This design comes from an exercise in tuning for small area, a short achievable clock period and few clock cycles on the open sky130 flow, not from production work. Function was checked by simulation only, so behaviour that the tests miss may differ from the original. Power is estimated from default activity; no workload was simulated.

$ cat config.mk
export PLATFORM = sky130hd
export DESIGN_NAME = seq_gcd
export DESIGN_NICKNAME = seq_gcd
export VERILOG_FILES = /design/flow/design.v
export SDC_FILE = /design/flow/constraint.sdc
export NUM_CORES = 4
export LEC_CHECK = 0
export ABC_AREA = 1
export CAP_MARGIN = 20
export CORE_MARGIN = 2
export CORE_UTILIZATION = 50
export PLACE_DENSITY = 0.7
export SLEW_MARGIN = 20
$ cat constraint.sdc
create_clock -name core_clock -period 70.0 [get_ports {clk}]
set_input_delay 14.0000 -clock core_clock [delete_from_list [all_inputs] [get_ports {clk}]]
set_output_delay 14.0000 -clock core_clock [all_outputs]
set_load 0.01 [all_outputs]
$ cat design.v
`default_nettype none
module seq_gcd (
	input  wire        clk,
	input  wire        rst_n,
	input  wire [31:0] la_write_a,
	input  wire [31:0] la_write_b,
	input  wire [31:0] a_i,
	input  wire [31:0] b_i,
	output wire [31:0] gcd_o,
	output wire [31:0] rdata,
	output reg         ready
);
	reg [31:0] a_q;
	reg [31:0] b_q;
	reg        busy;
	wire la_load = (&la_write_a) & (&la_write_b);
	function [4:0] enc;
		input [31:0] oh;
		integer i, j;
		begin
			for (j = 0; j < 5; j = j + 1) begin
				enc[j] = 1'b0;
				for (i = 0; i < 32; i = i + 1)
					if ((i >> j) & 1) enc[j] = enc[j] | oh[i];
			end
		end
	endfunction
	wire [31:0] ab = a_q | b_q;
	wire [32:0] hk;
	wire [31:0] hk_s0 = ab[31:0];
	wire [31:0] hk_s1 = {hk_s0[31] | hk_s0[30], hk_s0[30], hk_s0[29] | hk_s0[28], hk_s0[28], hk_s0[27] | hk_s0[26], hk_s0[26], hk_s0[25] | hk_s0[24], hk_s0[24], hk_s0[23] | hk_s0[22], hk_s0[22], hk_s0[21] | hk_s0[20], hk_s0[20], hk_s0[19] | hk_s0[18], hk_s0[18], hk_s0[17] | hk_s0[16], hk_s0[16], hk_s0[15] | hk_s0[14], hk_s0[14], hk_s0[13] | hk_s0[12], hk_s0[12], hk_s0[11] | hk_s0[10], hk_s0[10], hk_s0[9] | hk_s0[8], hk_s0[8], hk_s0[7] | hk_s0[6], hk_s0[6], hk_s0[5] | hk_s0[4], hk_s0[4], hk_s0[3] | hk_s0[2], hk_s0[2], hk_s0[1] | hk_s0[0], hk_s0[0]};
	wire [31:0] hk_s2 = {hk_s1[31] | hk_s1[29], hk_s1[30] | hk_s1[29], hk_s1[29], hk_s1[28], hk_s1[27] | hk_s1[25], hk_s1[26] | hk_s1[25], hk_s1[25], hk_s1[24], hk_s1[23] | hk_s1[21], hk_s1[22] | hk_s1[21], hk_s1[21], hk_s1[20], hk_s1[19] | hk_s1[17], hk_s1[18] | hk_s1[17], hk_s1[17], hk_s1[16], hk_s1[15] | hk_s1[13], hk_s1[14] | hk_s1[13], hk_s1[13], hk_s1[12], hk_s1[11] | hk_s1[9], hk_s1[10] | hk_s1[9], hk_s1[9], hk_s1[8], hk_s1[7] | hk_s1[5], hk_s1[6] | hk_s1[5], hk_s1[5], hk_s1[4], hk_s1[3] | hk_s1[1], hk_s1[2] | hk_s1[1], hk_s1[1], hk_s1[0]};
	wire [31:0] hk_s3 = {hk_s2[31] | hk_s2[27], hk_s2[30] | hk_s2[27], hk_s2[29] | hk_s2[27], hk_s2[28] | hk_s2[27], hk_s2[27], hk_s2[26], hk_s2[25], hk_s2[24], hk_s2[23] | hk_s2[19], hk_s2[22] | hk_s2[19], hk_s2[21] | hk_s2[19], hk_s2[20] | hk_s2[19], hk_s2[19], hk_s2[18], hk_s2[17], hk_s2[16], hk_s2[15] | hk_s2[11], hk_s2[14] | hk_s2[11], hk_s2[13] | hk_s2[11], hk_s2[12] | hk_s2[11], hk_s2[11], hk_s2[10], hk_s2[9], hk_s2[8], hk_s2[7] | hk_s2[3], hk_s2[6] | hk_s2[3], hk_s2[5] | hk_s2[3], hk_s2[4] | hk_s2[3], hk_s2[3], hk_s2[2], hk_s2[1], hk_s2[0]};
	wire [31:0] hk_s4 = {hk_s3[31] | hk_s3[23], hk_s3[30] | hk_s3[23], hk_s3[29] | hk_s3[23], hk_s3[28] | hk_s3[23], hk_s3[27] | hk_s3[23], hk_s3[26] | hk_s3[23], hk_s3[25] | hk_s3[23], hk_s3[24] | hk_s3[23], hk_s3[23], hk_s3[22], hk_s3[21], hk_s3[20], hk_s3[19], hk_s3[18], hk_s3[17], hk_s3[16], hk_s3[15] | hk_s3[7], hk_s3[14] | hk_s3[7], hk_s3[13] | hk_s3[7], hk_s3[12] | hk_s3[7], hk_s3[11] | hk_s3[7], hk_s3[10] | hk_s3[7], hk_s3[9] | hk_s3[7], hk_s3[8] | hk_s3[7], hk_s3[7], hk_s3[6], hk_s3[5], hk_s3[4], hk_s3[3], hk_s3[2], hk_s3[1], hk_s3[0]};
	wire [31:0] hk_s5 = {hk_s4[31] | hk_s4[15], hk_s4[30] | hk_s4[15], hk_s4[29] | hk_s4[15], hk_s4[28] | hk_s4[15], hk_s4[27] | hk_s4[15], hk_s4[26] | hk_s4[15], hk_s4[25] | hk_s4[15], hk_s4[24] | hk_s4[15], hk_s4[23] | hk_s4[15], hk_s4[22] | hk_s4[15], hk_s4[21] | hk_s4[15], hk_s4[20] | hk_s4[15], hk_s4[19] | hk_s4[15], hk_s4[18] | hk_s4[15], hk_s4[17] | hk_s4[15], hk_s4[16] | hk_s4[15], hk_s4[15], hk_s4[14], hk_s4[13], hk_s4[12], hk_s4[11], hk_s4[10], hk_s4[9], hk_s4[8], hk_s4[7], hk_s4[6], hk_s4[5], hk_s4[4], hk_s4[3], hk_s4[2], hk_s4[1], hk_s4[0]};
	assign hk = {hk_s5, 1'b0};
	wire [31:0] low    = ab & ~hk[31:0];
	wire [4:0]  k      = enc(low);
	wire        a_lo   = |(a_q & low);
	wire        b_lo   = |(b_q & low);
	wire        zop    = ~|a_q | ~|b_q;    
	wire [32:0] s0_v;
	wire [31:0] s0_p = a_q ^ ~b_q;
	wire [31:0] s0_g = a_q & ~b_q;
	wire s0_G1_0 = s0_g[1] | (s0_p[1] & (a_q[0] | ~b_q[0]));
	wire s0_G3_2 = s0_g[3] | (s0_p[3] & s0_g[2]);
	wire s0_P3_2 = s0_p[3] & s0_p[2];
	wire s0_G5_4 = s0_g[5] | (s0_p[5] & s0_g[4]);
	wire s0_P5_4 = s0_p[5] & s0_p[4];
	wire s0_G7_6 = s0_g[7] | (s0_p[7] & s0_g[6]);
	wire s0_P7_6 = s0_p[7] & s0_p[6];
	wire s0_G9_8 = s0_g[9] | (s0_p[9] & s0_g[8]);
	wire s0_P9_8 = s0_p[9] & s0_p[8];
	wire s0_G11_10 = s0_g[11] | (s0_p[11] & s0_g[10]);
	wire s0_P11_10 = s0_p[11] & s0_p[10];
	wire s0_G13_12 = s0_g[13] | (s0_p[13] & s0_g[12]);
	wire s0_P13_12 = s0_p[13] & s0_p[12];
	wire s0_G15_14 = s0_g[15] | (s0_p[15] & s0_g[14]);
	wire s0_P15_14 = s0_p[15] & s0_p[14];
	wire s0_G17_16 = s0_g[17] | (s0_p[17] & s0_g[16]);
	wire s0_P17_16 = s0_p[17] & s0_p[16];
	wire s0_G19_18 = s0_g[19] | (s0_p[19] & s0_g[18]);
	wire s0_P19_18 = s0_p[19] & s0_p[18];
	wire s0_G21_20 = s0_g[21] | (s0_p[21] & s0_g[20]);
	wire s0_P21_20 = s0_p[21] & s0_p[20];
	wire s0_G23_22 = s0_g[23] | (s0_p[23] & s0_g[22]);
	wire s0_P23_22 = s0_p[23] & s0_p[22];
	wire s0_G25_24 = s0_g[25] | (s0_p[25] & s0_g[24]);
	wire s0_P25_24 = s0_p[25] & s0_p[24];
	wire s0_G27_26 = s0_g[27] | (s0_p[27] & s0_g[26]);
	wire s0_P27_26 = s0_p[27] & s0_p[26];
	wire s0_G29_28 = s0_g[29] | (s0_p[29] & s0_g[28]);
	wire s0_P29_28 = s0_p[29] & s0_p[28];
	wire s0_G31_30 = s0_g[31] | (s0_p[31] & s0_g[30]);
	wire s0_P31_30 = s0_p[31] & s0_p[30];
	wire s0_G3_0 = s0_G3_2 | (s0_P3_2 & s0_G1_0);
	wire s0_G7_4 = s0_G7_6 | (s0_P7_6 & s0_G5_4);
	wire s0_P7_4 = s0_P7_6 & s0_P5_4;
	wire s0_G11_8 = s0_G11_10 | (s0_P11_10 & s0_G9_8);
	wire s0_P11_8 = s0_P11_10 & s0_P9_8;
	wire s0_G15_12 = s0_G15_14 | (s0_P15_14 & s0_G13_12);
	wire s0_P15_12 = s0_P15_14 & s0_P13_12;
	wire s0_G19_16 = s0_G19_18 | (s0_P19_18 & s0_G17_16);
	wire s0_P19_16 = s0_P19_18 & s0_P17_16;
	wire s0_G23_20 = s0_G23_22 | (s0_P23_22 & s0_G21_20);
	wire s0_P23_20 = s0_P23_22 & s0_P21_20;
	wire s0_G27_24 = s0_G27_26 | (s0_P27_26 & s0_G25_24);
	wire s0_P27_24 = s0_P27_26 & s0_P25_24;
	wire s0_G31_28 = s0_G31_30 | (s0_P31_30 & s0_G29_28);
	wire s0_P31_28 = s0_P31_30 & s0_P29_28;
	wire s0_G7_0 = s0_G7_4 | (s0_P7_4 & s0_G3_0);
	wire s0_G15_8 = s0_G15_12 | (s0_P15_12 & s0_G11_8);
	wire s0_P15_8 = s0_P15_12 & s0_P11_8;
	wire s0_G23_16 = s0_G23_20 | (s0_P23_20 & s0_G19_16);
	wire s0_P23_16 = s0_P23_20 & s0_P19_16;
	wire s0_G31_24 = s0_G31_28 | (s0_P31_28 & s0_G27_24);
	wire s0_P31_24 = s0_P31_28 & s0_P27_24;
	wire s0_G15_0 = s0_G15_8 | (s0_P15_8 & s0_G7_0);
	wire s0_G31_16 = s0_G31_24 | (s0_P31_24 & s0_G23_16);
	wire s0_P31_16 = s0_P31_24 & s0_P23_16;
	wire s0_G31_0 = s0_G31_16 | (s0_P31_16 & s0_G15_0);
	wire s0_G23_0 = s0_G23_16 | (s0_P23_16 & s0_G15_0);
	wire s0_G11_0 = s0_G11_8 | (s0_P11_8 & s0_G7_0);
	wire s0_G19_0 = s0_G19_16 | (s0_P19_16 & s0_G15_0);
	wire s0_G27_0 = s0_G27_24 | (s0_P27_24 & s0_G23_0);
	wire s0_G5_0 = s0_G5_4 | (s0_P5_4 & s0_G3_0);
	wire s0_G9_0 = s0_G9_8 | (s0_P9_8 & s0_G7_0);
	wire s0_G13_0 = s0_G13_12 | (s0_P13_12 & s0_G11_0);
	wire s0_G17_0 = s0_G17_16 | (s0_P17_16 & s0_G15_0);
	wire s0_G21_0 = s0_G21_20 | (s0_P21_20 & s0_G19_0);
	wire s0_G25_0 = s0_G25_24 | (s0_P25_24 & s0_G23_0);
	wire s0_G29_0 = s0_G29_28 | (s0_P29_28 & s0_G27_0);
	wire s0_G2_0 = s0_g[2] | (s0_p[2] & s0_G1_0);
	wire s0_G4_0 = s0_g[4] | (s0_p[4] & s0_G3_0);
	wire s0_G6_0 = s0_g[6] | (s0_p[6] & s0_G5_0);
	wire s0_G8_0 = s0_g[8] | (s0_p[8] & s0_G7_0);
	wire s0_G10_0 = s0_g[10] | (s0_p[10] & s0_G9_0);
	wire s0_G12_0 = s0_g[12] | (s0_p[12] & s0_G11_0);
	wire s0_G14_0 = s0_g[14] | (s0_p[14] & s0_G13_0);
	wire s0_G16_0 = s0_g[16] | (s0_p[16] & s0_G15_0);
	wire s0_G18_0 = s0_g[18] | (s0_p[18] & s0_G17_0);
	wire s0_G20_0 = s0_g[20] | (s0_p[20] & s0_G19_0);
	wire s0_G22_0 = s0_g[22] | (s0_p[22] & s0_G21_0);
	wire s0_G24_0 = s0_g[24] | (s0_p[24] & s0_G23_0);
	wire s0_G26_0 = s0_g[26] | (s0_p[26] & s0_G25_0);
	wire s0_G28_0 = s0_g[28] | (s0_p[28] & s0_G27_0);
	wire s0_G30_0 = s0_g[30] | (s0_p[30] & s0_G29_0);
	assign s0_v[0] = s0_p[0] ^ 1'b1;
	assign s0_v[1] = s0_p[1] ^ (a_q[0] | ~b_q[0]);
	assign s0_v[2] = s0_p[2] ^ s0_G1_0;
	assign s0_v[3] = s0_p[3] ^ s0_G2_0;
	assign s0_v[4] = s0_p[4] ^ s0_G3_0;
	assign s0_v[5] = s0_p[5] ^ s0_G4_0;
	assign s0_v[6] = s0_p[6] ^ s0_G5_0;
	assign s0_v[7] = s0_p[7] ^ s0_G6_0;
	assign s0_v[8] = s0_p[8] ^ s0_G7_0;
	assign s0_v[9] = s0_p[9] ^ s0_G8_0;
	assign s0_v[10] = s0_p[10] ^ s0_G9_0;
	assign s0_v[11] = s0_p[11] ^ s0_G10_0;
	assign s0_v[12] = s0_p[12] ^ s0_G11_0;
	assign s0_v[13] = s0_p[13] ^ s0_G12_0;
	assign s0_v[14] = s0_p[14] ^ s0_G13_0;
	assign s0_v[15] = s0_p[15] ^ s0_G14_0;
	assign s0_v[16] = s0_p[16] ^ s0_G15_0;
	assign s0_v[17] = s0_p[17] ^ s0_G16_0;
	assign s0_v[18] = s0_p[18] ^ s0_G17_0;
	assign s0_v[19] = s0_p[19] ^ s0_G18_0;
	assign s0_v[20] = s0_p[20] ^ s0_G19_0;
	assign s0_v[21] = s0_p[21] ^ s0_G20_0;
	assign s0_v[22] = s0_p[22] ^ s0_G21_0;
	assign s0_v[23] = s0_p[23] ^ s0_G22_0;
	assign s0_v[24] = s0_p[24] ^ s0_G23_0;
	assign s0_v[25] = s0_p[25] ^ s0_G24_0;
	assign s0_v[26] = s0_p[26] ^ s0_G25_0;
	assign s0_v[27] = s0_p[27] ^ s0_G26_0;
	assign s0_v[28] = s0_p[28] ^ s0_G27_0;
	assign s0_v[29] = s0_p[29] ^ s0_G28_0;
	assign s0_v[30] = s0_p[30] ^ s0_G29_0;
	assign s0_v[31] = s0_p[31] ^ s0_G30_0;
	assign s0_v[32] = ~s0_G31_0;
	wire        s0_neg  = s0_v[32];
	wire [31:0] s0_xy   = a_q ^ b_q;
	wire [32:0] s0_h;
	wire [31:0] s0_h_s0 = s0_xy[31:0];
	wire [31:0] s0_h_s1 = {s0_h_s0[31] | s0_h_s0[30], s0_h_s0[30], s0_h_s0[29] | s0_h_s0[28], s0_h_s0[28], s0_h_s0[27] | s0_h_s0[26], s0_h_s0[26], s0_h_s0[25] | s0_h_s0[24], s0_h_s0[24], s0_h_s0[23] | s0_h_s0[22], s0_h_s0[22], s0_h_s0[21] | s0_h_s0[20], s0_h_s0[20], s0_h_s0[19] | s0_h_s0[18], s0_h_s0[18], s0_h_s0[17] | s0_h_s0[16], s0_h_s0[16], s0_h_s0[15] | s0_h_s0[14], s0_h_s0[14], s0_h_s0[13] | s0_h_s0[12], s0_h_s0[12], s0_h_s0[11] | s0_h_s0[10], s0_h_s0[10], s0_h_s0[9] | s0_h_s0[8], s0_h_s0[8], s0_h_s0[7] | s0_h_s0[6], s0_h_s0[6], s0_h_s0[5] | s0_h_s0[4], s0_h_s0[4], s0_h_s0[3] | s0_h_s0[2], s0_h_s0[2], s0_h_s0[1] | s0_h_s0[0], s0_h_s0[0]};
	wire [31:0] s0_h_s2 = {s0_h_s1[31] | s0_h_s1[29], s0_h_s1[30] | s0_h_s1[29], s0_h_s1[29], s0_h_s1[28], s0_h_s1[27] | s0_h_s1[25], s0_h_s1[26] | s0_h_s1[25], s0_h_s1[25], s0_h_s1[24], s0_h_s1[23] | s0_h_s1[21], s0_h_s1[22] | s0_h_s1[21], s0_h_s1[21], s0_h_s1[20], s0_h_s1[19] | s0_h_s1[17], s0_h_s1[18] | s0_h_s1[17], s0_h_s1[17], s0_h_s1[16], s0_h_s1[15] | s0_h_s1[13], s0_h_s1[14] | s0_h_s1[13], s0_h_s1[13], s0_h_s1[12], s0_h_s1[11] | s0_h_s1[9], s0_h_s1[10] | s0_h_s1[9], s0_h_s1[9], s0_h_s1[8], s0_h_s1[7] | s0_h_s1[5], s0_h_s1[6] | s0_h_s1[5], s0_h_s1[5], s0_h_s1[4], s0_h_s1[3] | s0_h_s1[1], s0_h_s1[2] | s0_h_s1[1], s0_h_s1[1], s0_h_s1[0]};
	wire [31:0] s0_h_s3 = {s0_h_s2[31] | s0_h_s2[27], s0_h_s2[30] | s0_h_s2[27], s0_h_s2[29] | s0_h_s2[27], s0_h_s2[28] | s0_h_s2[27], s0_h_s2[27], s0_h_s2[26], s0_h_s2[25], s0_h_s2[24], s0_h_s2[23] | s0_h_s2[19], s0_h_s2[22] | s0_h_s2[19], s0_h_s2[21] | s0_h_s2[19], s0_h_s2[20] | s0_h_s2[19], s0_h_s2[19], s0_h_s2[18], s0_h_s2[17], s0_h_s2[16], s0_h_s2[15] | s0_h_s2[11], s0_h_s2[14] | s0_h_s2[11], s0_h_s2[13] | s0_h_s2[11], s0_h_s2[12] | s0_h_s2[11], s0_h_s2[11], s0_h_s2[10], s0_h_s2[9], s0_h_s2[8], s0_h_s2[7] | s0_h_s2[3], s0_h_s2[6] | s0_h_s2[3], s0_h_s2[5] | s0_h_s2[3], s0_h_s2[4] | s0_h_s2[3], s0_h_s2[3], s0_h_s2[2], s0_h_s2[1], s0_h_s2[0]};
	wire [31:0] s0_h_s4 = {s0_h_s3[31] | s0_h_s3[23], s0_h_s3[30] | s0_h_s3[23], s0_h_s3[29] | s0_h_s3[23], s0_h_s3[28] | s0_h_s3[23], s0_h_s3[27] | s0_h_s3[23], s0_h_s3[26] | s0_h_s3[23], s0_h_s3[25] | s0_h_s3[23], s0_h_s3[24] | s0_h_s3[23], s0_h_s3[23], s0_h_s3[22], s0_h_s3[21], s0_h_s3[20], s0_h_s3[19], s0_h_s3[18], s0_h_s3[17], s0_h_s3[16], s0_h_s3[15] | s0_h_s3[7], s0_h_s3[14] | s0_h_s3[7], s0_h_s3[13] | s0_h_s3[7], s0_h_s3[12] | s0_h_s3[7], s0_h_s3[11] | s0_h_s3[7], s0_h_s3[10] | s0_h_s3[7], s0_h_s3[9] | s0_h_s3[7], s0_h_s3[8] | s0_h_s3[7], s0_h_s3[7], s0_h_s3[6], s0_h_s3[5], s0_h_s3[4], s0_h_s3[3], s0_h_s3[2], s0_h_s3[1], s0_h_s3[0]};
	wire [31:0] s0_h_s5 = {s0_h_s4[31] | s0_h_s4[15], s0_h_s4[30] | s0_h_s4[15], s0_h_s4[29] | s0_h_s4[15], s0_h_s4[28] | s0_h_s4[15], s0_h_s4[27] | s0_h_s4[15], s0_h_s4[26] | s0_h_s4[15], s0_h_s4[25] | s0_h_s4[15], s0_h_s4[24] | s0_h_s4[15], s0_h_s4[23] | s0_h_s4[15], s0_h_s4[22] | s0_h_s4[15], s0_h_s4[21] | s0_h_s4[15], s0_h_s4[20] | s0_h_s4[15], s0_h_s4[19] | s0_h_s4[15], s0_h_s4[18] | s0_h_s4[15], s0_h_s4[17] | s0_h_s4[15], s0_h_s4[16] | s0_h_s4[15], s0_h_s4[15], s0_h_s4[14], s0_h_s4[13], s0_h_s4[12], s0_h_s4[11], s0_h_s4[10], s0_h_s4[9], s0_h_s4[8], s0_h_s4[7], s0_h_s4[6], s0_h_s4[5], s0_h_s4[4], s0_h_s4[3], s0_h_s4[2], s0_h_s4[1], s0_h_s4[0]};
	assign s0_h = {s0_h_s5, 1'b0};
	wire        s0_zero = ~s0_h[32];
	wire [31:0] s0_u    = s0_v[31:0] ^ (s0_h[31:0] & {32{s0_neg}});
	wire [4:0]  s0_amt  = enc(s0_xy & ~s0_h[31:0]) - k;
	wire [2:0]  s0_sh   = (|s0_amt[4:3]) ? {3{1'b1}} : s0_amt[2:0];
	wire [31:0] s0_n    = s0_u >> s0_sh;
	wire [31:0] x1   = s0_neg ? a_q : b_q;         
	wire        pre1 = s0_neg ? ~a_lo : ~b_lo;    
	wire [31:0] y1   = s0_n & ~{32{pre1}};
	wire [32:0] s1_v;
	wire [31:0] s1_p = x1 ^ ~y1;
	wire [31:0] s1_g = x1 & ~y1;
	wire s1_G1_0 = s1_g[1] | (s1_p[1] & (x1[0] | ~y1[0]));
	wire s1_G3_2 = s1_g[3] | (s1_p[3] & s1_g[2]);
	wire s1_P3_2 = s1_p[3] & s1_p[2];
	wire s1_G5_4 = s1_g[5] | (s1_p[5] & s1_g[4]);
	wire s1_P5_4 = s1_p[5] & s1_p[4];
	wire s1_G7_6 = s1_g[7] | (s1_p[7] & s1_g[6]);
	wire s1_P7_6 = s1_p[7] & s1_p[6];
	wire s1_G9_8 = s1_g[9] | (s1_p[9] & s1_g[8]);
	wire s1_P9_8 = s1_p[9] & s1_p[8];
	wire s1_G11_10 = s1_g[11] | (s1_p[11] & s1_g[10]);
	wire s1_P11_10 = s1_p[11] & s1_p[10];
	wire s1_G13_12 = s1_g[13] | (s1_p[13] & s1_g[12]);
	wire s1_P13_12 = s1_p[13] & s1_p[12];
	wire s1_G15_14 = s1_g[15] | (s1_p[15] & s1_g[14]);
	wire s1_P15_14 = s1_p[15] & s1_p[14];
	wire s1_G17_16 = s1_g[17] | (s1_p[17] & s1_g[16]);
	wire s1_P17_16 = s1_p[17] & s1_p[16];
	wire s1_G19_18 = s1_g[19] | (s1_p[19] & s1_g[18]);
	wire s1_P19_18 = s1_p[19] & s1_p[18];
	wire s1_G21_20 = s1_g[21] | (s1_p[21] & s1_g[20]);
	wire s1_P21_20 = s1_p[21] & s1_p[20];
	wire s1_G23_22 = s1_g[23] | (s1_p[23] & s1_g[22]);
	wire s1_P23_22 = s1_p[23] & s1_p[22];
	wire s1_G25_24 = s1_g[25] | (s1_p[25] & s1_g[24]);
	wire s1_P25_24 = s1_p[25] & s1_p[24];
	wire s1_G27_26 = s1_g[27] | (s1_p[27] & s1_g[26]);
	wire s1_P27_26 = s1_p[27] & s1_p[26];
	wire s1_G29_28 = s1_g[29] | (s1_p[29] & s1_g[28]);
	wire s1_P29_28 = s1_p[29] & s1_p[28];
	wire s1_G31_30 = s1_g[31] | (s1_p[31] & s1_g[30]);
	wire s1_P31_30 = s1_p[31] & s1_p[30];
	wire s1_G3_0 = s1_G3_2 | (s1_P3_2 & s1_G1_0);
	wire s1_G7_4 = s1_G7_6 | (s1_P7_6 & s1_G5_4);
	wire s1_P7_4 = s1_P7_6 & s1_P5_4;
	wire s1_G11_8 = s1_G11_10 | (s1_P11_10 & s1_G9_8);
	wire s1_P11_8 = s1_P11_10 & s1_P9_8;
	wire s1_G15_12 = s1_G15_14 | (s1_P15_14 & s1_G13_12);
	wire s1_P15_12 = s1_P15_14 & s1_P13_12;
	wire s1_G19_16 = s1_G19_18 | (s1_P19_18 & s1_G17_16);
	wire s1_P19_16 = s1_P19_18 & s1_P17_16;
	wire s1_G23_20 = s1_G23_22 | (s1_P23_22 & s1_G21_20);
	wire s1_P23_20 = s1_P23_22 & s1_P21_20;
	wire s1_G27_24 = s1_G27_26 | (s1_P27_26 & s1_G25_24);
	wire s1_P27_24 = s1_P27_26 & s1_P25_24;
	wire s1_G31_28 = s1_G31_30 | (s1_P31_30 & s1_G29_28);
	wire s1_P31_28 = s1_P31_30 & s1_P29_28;
	wire s1_G7_0 = s1_G7_4 | (s1_P7_4 & s1_G3_0);
	wire s1_G15_8 = s1_G15_12 | (s1_P15_12 & s1_G11_8);
	wire s1_P15_8 = s1_P15_12 & s1_P11_8;
	wire s1_G23_16 = s1_G23_20 | (s1_P23_20 & s1_G19_16);
	wire s1_P23_16 = s1_P23_20 & s1_P19_16;
	wire s1_G31_24 = s1_G31_28 | (s1_P31_28 & s1_G27_24);
	wire s1_P31_24 = s1_P31_28 & s1_P27_24;
	wire s1_G15_0 = s1_G15_8 | (s1_P15_8 & s1_G7_0);
	wire s1_G31_16 = s1_G31_24 | (s1_P31_24 & s1_G23_16);
	wire s1_P31_16 = s1_P31_24 & s1_P23_16;
	wire s1_G31_0 = s1_G31_16 | (s1_P31_16 & s1_G15_0);
	wire s1_G23_0 = s1_G23_16 | (s1_P23_16 & s1_G15_0);
	wire s1_G11_0 = s1_G11_8 | (s1_P11_8 & s1_G7_0);
	wire s1_G19_0 = s1_G19_16 | (s1_P19_16 & s1_G15_0);
	wire s1_G27_0 = s1_G27_24 | (s1_P27_24 & s1_G23_0);
	wire s1_G5_0 = s1_G5_4 | (s1_P5_4 & s1_G3_0);
	wire s1_G9_0 = s1_G9_8 | (s1_P9_8 & s1_G7_0);
	wire s1_G13_0 = s1_G13_12 | (s1_P13_12 & s1_G11_0);
	wire s1_G17_0 = s1_G17_16 | (s1_P17_16 & s1_G15_0);
	wire s1_G21_0 = s1_G21_20 | (s1_P21_20 & s1_G19_0);
	wire s1_G25_0 = s1_G25_24 | (s1_P25_24 & s1_G23_0);
	wire s1_G29_0 = s1_G29_28 | (s1_P29_28 & s1_G27_0);
	wire s1_G2_0 = s1_g[2] | (s1_p[2] & s1_G1_0);
	wire s1_G4_0 = s1_g[4] | (s1_p[4] & s1_G3_0);
	wire s1_G6_0 = s1_g[6] | (s1_p[6] & s1_G5_0);
	wire s1_G8_0 = s1_g[8] | (s1_p[8] & s1_G7_0);
	wire s1_G10_0 = s1_g[10] | (s1_p[10] & s1_G9_0);
	wire s1_G12_0 = s1_g[12] | (s1_p[12] & s1_G11_0);
	wire s1_G14_0 = s1_g[14] | (s1_p[14] & s1_G13_0);
	wire s1_G16_0 = s1_g[16] | (s1_p[16] & s1_G15_0);
	wire s1_G18_0 = s1_g[18] | (s1_p[18] & s1_G17_0);
	wire s1_G20_0 = s1_g[20] | (s1_p[20] & s1_G19_0);
	wire s1_G22_0 = s1_g[22] | (s1_p[22] & s1_G21_0);
	wire s1_G24_0 = s1_g[24] | (s1_p[24] & s1_G23_0);
	wire s1_G26_0 = s1_g[26] | (s1_p[26] & s1_G25_0);
	wire s1_G28_0 = s1_g[28] | (s1_p[28] & s1_G27_0);
	wire s1_G30_0 = s1_g[30] | (s1_p[30] & s1_G29_0);
	assign s1_v[0] = s1_p[0] ^ 1'b1;
	assign s1_v[1] = s1_p[1] ^ (x1[0] | ~y1[0]);
	assign s1_v[2] = s1_p[2] ^ s1_G1_0;
	assign s1_v[3] = s1_p[3] ^ s1_G2_0;
	assign s1_v[4] = s1_p[4] ^ s1_G3_0;
	assign s1_v[5] = s1_p[5] ^ s1_G4_0;
	assign s1_v[6] = s1_p[6] ^ s1_G5_0;
	assign s1_v[7] = s1_p[7] ^ s1_G6_0;
	assign s1_v[8] = s1_p[8] ^ s1_G7_0;
	assign s1_v[9] = s1_p[9] ^ s1_G8_0;
	assign s1_v[10] = s1_p[10] ^ s1_G9_0;
	assign s1_v[11] = s1_p[11] ^ s1_G10_0;
	assign s1_v[12] = s1_p[12] ^ s1_G11_0;
	assign s1_v[13] = s1_p[13] ^ s1_G12_0;
	assign s1_v[14] = s1_p[14] ^ s1_G13_0;
	assign s1_v[15] = s1_p[15] ^ s1_G14_0;
	assign s1_v[16] = s1_p[16] ^ s1_G15_0;
	assign s1_v[17] = s1_p[17] ^ s1_G16_0;
	assign s1_v[18] = s1_p[18] ^ s1_G17_0;
	assign s1_v[19] = s1_p[19] ^ s1_G18_0;
	assign s1_v[20] = s1_p[20] ^ s1_G19_0;
	assign s1_v[21] = s1_p[21] ^ s1_G20_0;
	assign s1_v[22] = s1_p[22] ^ s1_G21_0;
	assign s1_v[23] = s1_p[23] ^ s1_G22_0;
	assign s1_v[24] = s1_p[24] ^ s1_G23_0;
	assign s1_v[25] = s1_p[25] ^ s1_G24_0;
	assign s1_v[26] = s1_p[26] ^ s1_G25_0;
	assign s1_v[27] = s1_p[27] ^ s1_G26_0;
	assign s1_v[28] = s1_p[28] ^ s1_G27_0;
	assign s1_v[29] = s1_p[29] ^ s1_G28_0;
	assign s1_v[30] = s1_p[30] ^ s1_G29_0;
	assign s1_v[31] = s1_p[31] ^ s1_G30_0;
	assign s1_v[32] = ~s1_G31_0;
	wire        s1_neg  = s1_v[32];
	wire [31:0] s1_xy   = x1 ^ y1;
	wire [32:0] s1_h;
	wire [31:0] s1_h_s0 = s1_xy[31:0];
	wire [31:0] s1_h_s1 = {s1_h_s0[31] | s1_h_s0[30], s1_h_s0[30], s1_h_s0[29] | s1_h_s0[28], s1_h_s0[28], s1_h_s0[27] | s1_h_s0[26], s1_h_s0[26], s1_h_s0[25] | s1_h_s0[24], s1_h_s0[24], s1_h_s0[23] | s1_h_s0[22], s1_h_s0[22], s1_h_s0[21] | s1_h_s0[20], s1_h_s0[20], s1_h_s0[19] | s1_h_s0[18], s1_h_s0[18], s1_h_s0[17] | s1_h_s0[16], s1_h_s0[16], s1_h_s0[15] | s1_h_s0[14], s1_h_s0[14], s1_h_s0[13] | s1_h_s0[12], s1_h_s0[12], s1_h_s0[11] | s1_h_s0[10], s1_h_s0[10], s1_h_s0[9] | s1_h_s0[8], s1_h_s0[8], s1_h_s0[7] | s1_h_s0[6], s1_h_s0[6], s1_h_s0[5] | s1_h_s0[4], s1_h_s0[4], s1_h_s0[3] | s1_h_s0[2], s1_h_s0[2], s1_h_s0[1] | s1_h_s0[0], s1_h_s0[0]};
	wire [31:0] s1_h_s2 = {s1_h_s1[31] | s1_h_s1[29], s1_h_s1[30] | s1_h_s1[29], s1_h_s1[29], s1_h_s1[28], s1_h_s1[27] | s1_h_s1[25], s1_h_s1[26] | s1_h_s1[25], s1_h_s1[25], s1_h_s1[24], s1_h_s1[23] | s1_h_s1[21], s1_h_s1[22] | s1_h_s1[21], s1_h_s1[21], s1_h_s1[20], s1_h_s1[19] | s1_h_s1[17], s1_h_s1[18] | s1_h_s1[17], s1_h_s1[17], s1_h_s1[16], s1_h_s1[15] | s1_h_s1[13], s1_h_s1[14] | s1_h_s1[13], s1_h_s1[13], s1_h_s1[12], s1_h_s1[11] | s1_h_s1[9], s1_h_s1[10] | s1_h_s1[9], s1_h_s1[9], s1_h_s1[8], s1_h_s1[7] | s1_h_s1[5], s1_h_s1[6] | s1_h_s1[5], s1_h_s1[5], s1_h_s1[4], s1_h_s1[3] | s1_h_s1[1], s1_h_s1[2] | s1_h_s1[1], s1_h_s1[1], s1_h_s1[0]};
	wire [31:0] s1_h_s3 = {s1_h_s2[31] | s1_h_s2[27], s1_h_s2[30] | s1_h_s2[27], s1_h_s2[29] | s1_h_s2[27], s1_h_s2[28] | s1_h_s2[27], s1_h_s2[27], s1_h_s2[26], s1_h_s2[25], s1_h_s2[24], s1_h_s2[23] | s1_h_s2[19], s1_h_s2[22] | s1_h_s2[19], s1_h_s2[21] | s1_h_s2[19], s1_h_s2[20] | s1_h_s2[19], s1_h_s2[19], s1_h_s2[18], s1_h_s2[17], s1_h_s2[16], s1_h_s2[15] | s1_h_s2[11], s1_h_s2[14] | s1_h_s2[11], s1_h_s2[13] | s1_h_s2[11], s1_h_s2[12] | s1_h_s2[11], s1_h_s2[11], s1_h_s2[10], s1_h_s2[9], s1_h_s2[8], s1_h_s2[7] | s1_h_s2[3], s1_h_s2[6] | s1_h_s2[3], s1_h_s2[5] | s1_h_s2[3], s1_h_s2[4] | s1_h_s2[3], s1_h_s2[3], s1_h_s2[2], s1_h_s2[1], s1_h_s2[0]};
	wire [31:0] s1_h_s4 = {s1_h_s3[31] | s1_h_s3[23], s1_h_s3[30] | s1_h_s3[23], s1_h_s3[29] | s1_h_s3[23], s1_h_s3[28] | s1_h_s3[23], s1_h_s3[27] | s1_h_s3[23], s1_h_s3[26] | s1_h_s3[23], s1_h_s3[25] | s1_h_s3[23], s1_h_s3[24] | s1_h_s3[23], s1_h_s3[23], s1_h_s3[22], s1_h_s3[21], s1_h_s3[20], s1_h_s3[19], s1_h_s3[18], s1_h_s3[17], s1_h_s3[16], s1_h_s3[15] | s1_h_s3[7], s1_h_s3[14] | s1_h_s3[7], s1_h_s3[13] | s1_h_s3[7], s1_h_s3[12] | s1_h_s3[7], s1_h_s3[11] | s1_h_s3[7], s1_h_s3[10] | s1_h_s3[7], s1_h_s3[9] | s1_h_s3[7], s1_h_s3[8] | s1_h_s3[7], s1_h_s3[7], s1_h_s3[6], s1_h_s3[5], s1_h_s3[4], s1_h_s3[3], s1_h_s3[2], s1_h_s3[1], s1_h_s3[0]};
	wire [31:0] s1_h_s5 = {s1_h_s4[31] | s1_h_s4[15], s1_h_s4[30] | s1_h_s4[15], s1_h_s4[29] | s1_h_s4[15], s1_h_s4[28] | s1_h_s4[15], s1_h_s4[27] | s1_h_s4[15], s1_h_s4[26] | s1_h_s4[15], s1_h_s4[25] | s1_h_s4[15], s1_h_s4[24] | s1_h_s4[15], s1_h_s4[23] | s1_h_s4[15], s1_h_s4[22] | s1_h_s4[15], s1_h_s4[21] | s1_h_s4[15], s1_h_s4[20] | s1_h_s4[15], s1_h_s4[19] | s1_h_s4[15], s1_h_s4[18] | s1_h_s4[15], s1_h_s4[17] | s1_h_s4[15], s1_h_s4[16] | s1_h_s4[15], s1_h_s4[15], s1_h_s4[14], s1_h_s4[13], s1_h_s4[12], s1_h_s4[11], s1_h_s4[10], s1_h_s4[9], s1_h_s4[8], s1_h_s4[7], s1_h_s4[6], s1_h_s4[5], s1_h_s4[4], s1_h_s4[3], s1_h_s4[2], s1_h_s4[1], s1_h_s4[0]};
	assign s1_h = {s1_h_s5, 1'b0};
	wire        s1_zero = ~s1_h[32];
	wire [31:0] s1_u    = s1_v[31:0] ^ (s1_h[31:0] & {32{s1_neg}});
	wire [4:0]  s1_amt  = enc(s1_xy & ~s1_h[31:0]) - k;
	wire [2:0]  s1_sh   = (|s1_amt[4:3]) ? {3{1'b1}} : s1_amt[2:0];
	wire [31:0] s1_n    = s1_u >> s1_sh;
	wire        to_n0 = zop | pre1 | ~(s0_zero | s1_zero | s1_neg);
	wire [31:0] a_nx  = to_n0 ? s0_n : x1;
	wire [31:0] b_nx  = s1_n;
	wire        done  = zop | s0_zero | s1_zero;
	always @(posedge clk) begin
		a_q <= busy ? a_nx : a_i;
		b_q <= busy ? b_nx : b_i;
	end
	always @(posedge clk or negedge rst_n) begin
		if (~rst_n) begin
			busy  <= 1'b0;
			ready <= 1'b0;
		end else begin
			busy  <= busy ? ~done : la_load;
			ready <= busy & done;
		end
	end
	assign gcd_o = a_q;
	assign rdata = 32'd0;
endmodule
`default_nettype wire
$ cat flow/run.sh
#!/bin/bash
# The standard layout with two changes: port buffers use the smallest buffer
# cell (buf_1) instead of buffer_ports' default choice, and clock tree
# synthesis uses small clock buffers and adds no dummy loads.
set -euo pipefail
export BUFFER_PORTS_ARGS="-buffer_cell sky130_fd_sc_hd__buf_1"
export CTS_ARGS="-sink_clustering_enable -repair_clock_nets -dont_use_dummy_load -buf_list sky130_fd_sc_hd__clkbuf_4 -root_buf sky130_fd_sc_hd__clkbuf_8"
bash standard.sh > flow.log 2>&1
$ cat standard.sh
#!/bin/bash
# synth_recipe.tcl (not shown) runs the flow's synth.tcl, then flattens the netlist and writes it again
# the make line also repeats each setting of config.mk as NAME=value (left out here)
make -C /OpenROAD-flow-scripts/flow DESIGN_CONFIG=/design/flow/config.mk WORK_HOME=/design/flow/orfs CLKGATE_MAP_FILE= SYNTH_SCRIPT=/design/flow/synth_recipe.tcl "${@:-finish}"
==> run notes <==
status finished clean; library cells used by synthesis 60; Clock transition at path regs 0.08 ns; Resized cells post-CTS 0; Avg WL per Cell roughly 18 um; hpwl dp 37550 um; First-pass DRT Iterations 9; global-route wire length before repair 71150 um; worst endpoint required time 56.00 ns; synth top area cells nand3_1, nand2_1, ha_1, dfxtp_1, inv_1; critical path class register to primary output; drt total wl 45800 um; switching part of the total 61.22%; number of global-route vias before repair 13105; min Tclk post-route 15.10 ns; Avg Vias per Cell 5.806; Fin. Hold Viols 0; # fillers roughly 2600; GPL Wtd Cong around 0.97; CTS tree yes; max incr delay on CP approximately 0.53 ns; Max clock buf depth 2; number of buffers added on ports around 160; fin worst setup slack 54.90 ns; Slowest-stage cell, CP dfxtp_1; Post-CTS Setup Repair Bufs 0; cell with the most instances after synthesis nand2_1; Highest Signal Layer met4; Final Setup Violations 0; post-synthesis instance total 2057; Num CTS Buffers 9; gr ovfl total 0; ys async rst share between 3 and 4%; critical path peak fanout 6; Tcrit/Tclk final 21.58%; DRC viols 0; max cap viols 0; Pleak 0.006528 uW; Cell Rows 57; floorplan core area 24460 um^2; Fin Hold WS 0.6093 ns; vias 14433; number of I/O pins 195; Critical Path End Type primary output; RSZ-0062 raised after global routing no; clock root cell clkbuf_8; Reg power frac 9.3%; mapped cell area roughly 13000 um^2; post-synthesis sequential area ratio 10.65%; yosys warns 1; synthesis-stage register bit count 66; nets@finish approximately 2400; Yosys top cell by area nand3_1; Antenna Nets Post-Route 0; clk latency of the worst-skew pair 0.38 ns; hold buffers post-CTS 0; Fmax 66.21 MHz; Clock Sinks 66; top cells by count, synth nand2_1, nand3_1, inv_1; pre-CTS setup slack ~55 ns; Final Skew 0.01607 ns; share of cells above drive strength 1 under 10%; H-tree depth 3; CP cell instances buf_1; P_int 178.3 uW; largest net degree at the start of global routing 85; worst slew pin tran between 1 and 1.5 ns; initial antenna violation count 0; NetSw 281.4 uW; Gate power share 84.6%; share of the synthesized area in the top cell type ~16%; Peak VDD IR between 0.00005 and 0.00006 V; die area 26290 um^2; Die W 162.1 um; max-slew violation count 0; CP startpoint kind register; Initial Utilization 51.12%; crit-path leading delay family flip-flops; Avg Cell Area, Syn ~6.1 um^2; Relative slew margins 28.70%; pwr dens ~35 nW/um^2; setup TNS 0 ns; Worst Hold Class register to register; DRT iter0 DRCs 1790; worst path bufs/invs 1; Antenna Cells 0; Primary FF master, synth dfxtp_1; critical path data arrival time 1.10 ns; Area Overhead vs Synth 5.584%; Clk pwr share 6.1%; Met1 Wirelength between 20000 and 25000 um; metal2 WL 19280 um; Routed met3 length 4750 um; EDFF count, synth 0; Die Y-Extent 162.1 um; Tot GR Track Use roughly a third
placed cells by master, fill, tap and decap left out, types with 4 or more instances in the layout:
master,count
clkbuf_8,9
nor2_2,9
xor2_1,51
nand3_1,394
o21ai_1,6
a221oi_1,4
nor2_4,7
inv_1,230
o32ai_1,4
buf_4,12
nor2_8,5
o2111ai_1,4
o31ai_1,4
fa_1,34
nand3b_1,6
a21oi_1,41
inv_2,15
nand2_2,9
nor4_1,29
ha_1,103
nor3_1,30
nor2_1,168
nand4_1,57
nand2_1,475
nand2_4,4
o21a_1,4
dfxtp_1,64
conb_1,32
a21oi_2,9
a21o_1,6
xnor2_1,45
o22ai_1,22
buf_1,162
a31oi_1,15
o21ai_0,56
metal layers:
layer | GRT usage [%] | up-vias
li1 | - | 7004
met1 | 51.97 | 6631
met2 | 51.53 | 740
met3 | 4.903 | 58
met4 | 8.568 | 0
met5 | 0 | -
worst min-delay path: cells and delay by family (launching register included):
family | cells | cell delay [ns]
flip-flops | 1 | 0.41
AO/OA/AOI/OAI | 2 | 0.16
state kept, by name, indices dropped and copies added (netlist names):
signal and cells:
busy 1, b_q 32, ready 1, a_q 32
stage by stage:
step	utilization, %	cell area [um^2]	std cells	total power (uW)
final	53.97	13200	2486	459.7
after global routing	53.97	13200	2486	506.0
after CTS	53.97	13200	2486	451.7
after detailed placement	53.47	13080	2477	420.5
after global placement	53.47	13080	2477	419.9
after floorplan	-	12620	2088	355.1
logic make-up after synthesis:
group           Yosys count  synth area share [%]
xor+xnor                 96                 6.724
fa+ha+maj               137                 15.75
simple gates           1210                 44.85
buf+inv                 356                 12.63
flops                    66                 10.65
compound gates          191                 9.376
other cells               1               0.02999
area by class of cell:
class	instances	area (um^2)	share of cell area, %
Clock buffer	9	123.9	0.9382
Inverter	247	932.1	7.060
Tap cell	324	405.4	3.071
Sequential cell	66	1331	10.08
Timing Repair Buffer	174	698.2	5.288
Multi-Input combinational cell	1666	9712	73.56
power groups by stage:
stage	Sequential (uW)	Combinational [uW]	Clock, uW
after floorplan	42.6	312	0
after global placement	43.5	376	0
after detailed placement	43.6	377	0
after CTS	42.7	381	28.1
after global routing	43.1	434	28.6
final	43.0	389	27.8
path summary, 6_finish.rpt:
path,slack [ns],to,startpoint,cells past startpoint
max reg2reg,58.98,b_q[22],b_q[5],60
min reg2reg,0.61,a_q[29],busy,2
max,54.90,gcd_o[8],a_q[8],1
min,0.61,a_q[29],busy,2
min in group asynchronous,13.40,ready,rst_n,1
max in group asynchronous,56.47,busy,rst_n,1
Testbench counts, summed over its fixed seeds: cycles 24,209.

==> port drivers added, routing unchanged <==
No port has a modelled driver above. Below, the same layout with a new extraction and two added sets of constraints. Step 1 sets driving cells, clkbuf_16 on the clock port and buf_2 on the other inputs (assumed; they add their load-dependent delay and slew). Step 2 moves the port delays by t, midway between the first and last clock arrival at a register: inputs arrive t later, outputs are due t later. That takes back most of the time a late clock gives input paths. Slacks: ideal ports / drivers / drivers and shift; pairs: ideal ports / drivers.
t (ns): 0.416
setup slack, ns: 54.896 / 54.850 / 55.008
latest minus earliest clock arrival (ns): 0.016 / 0.016
pins driven straight from the clock port: 1
After both steps setup and hold are still met in this run. The setup slack of this run moves by -0.046 ns with the drivers and by +0.112 ns with both steps.
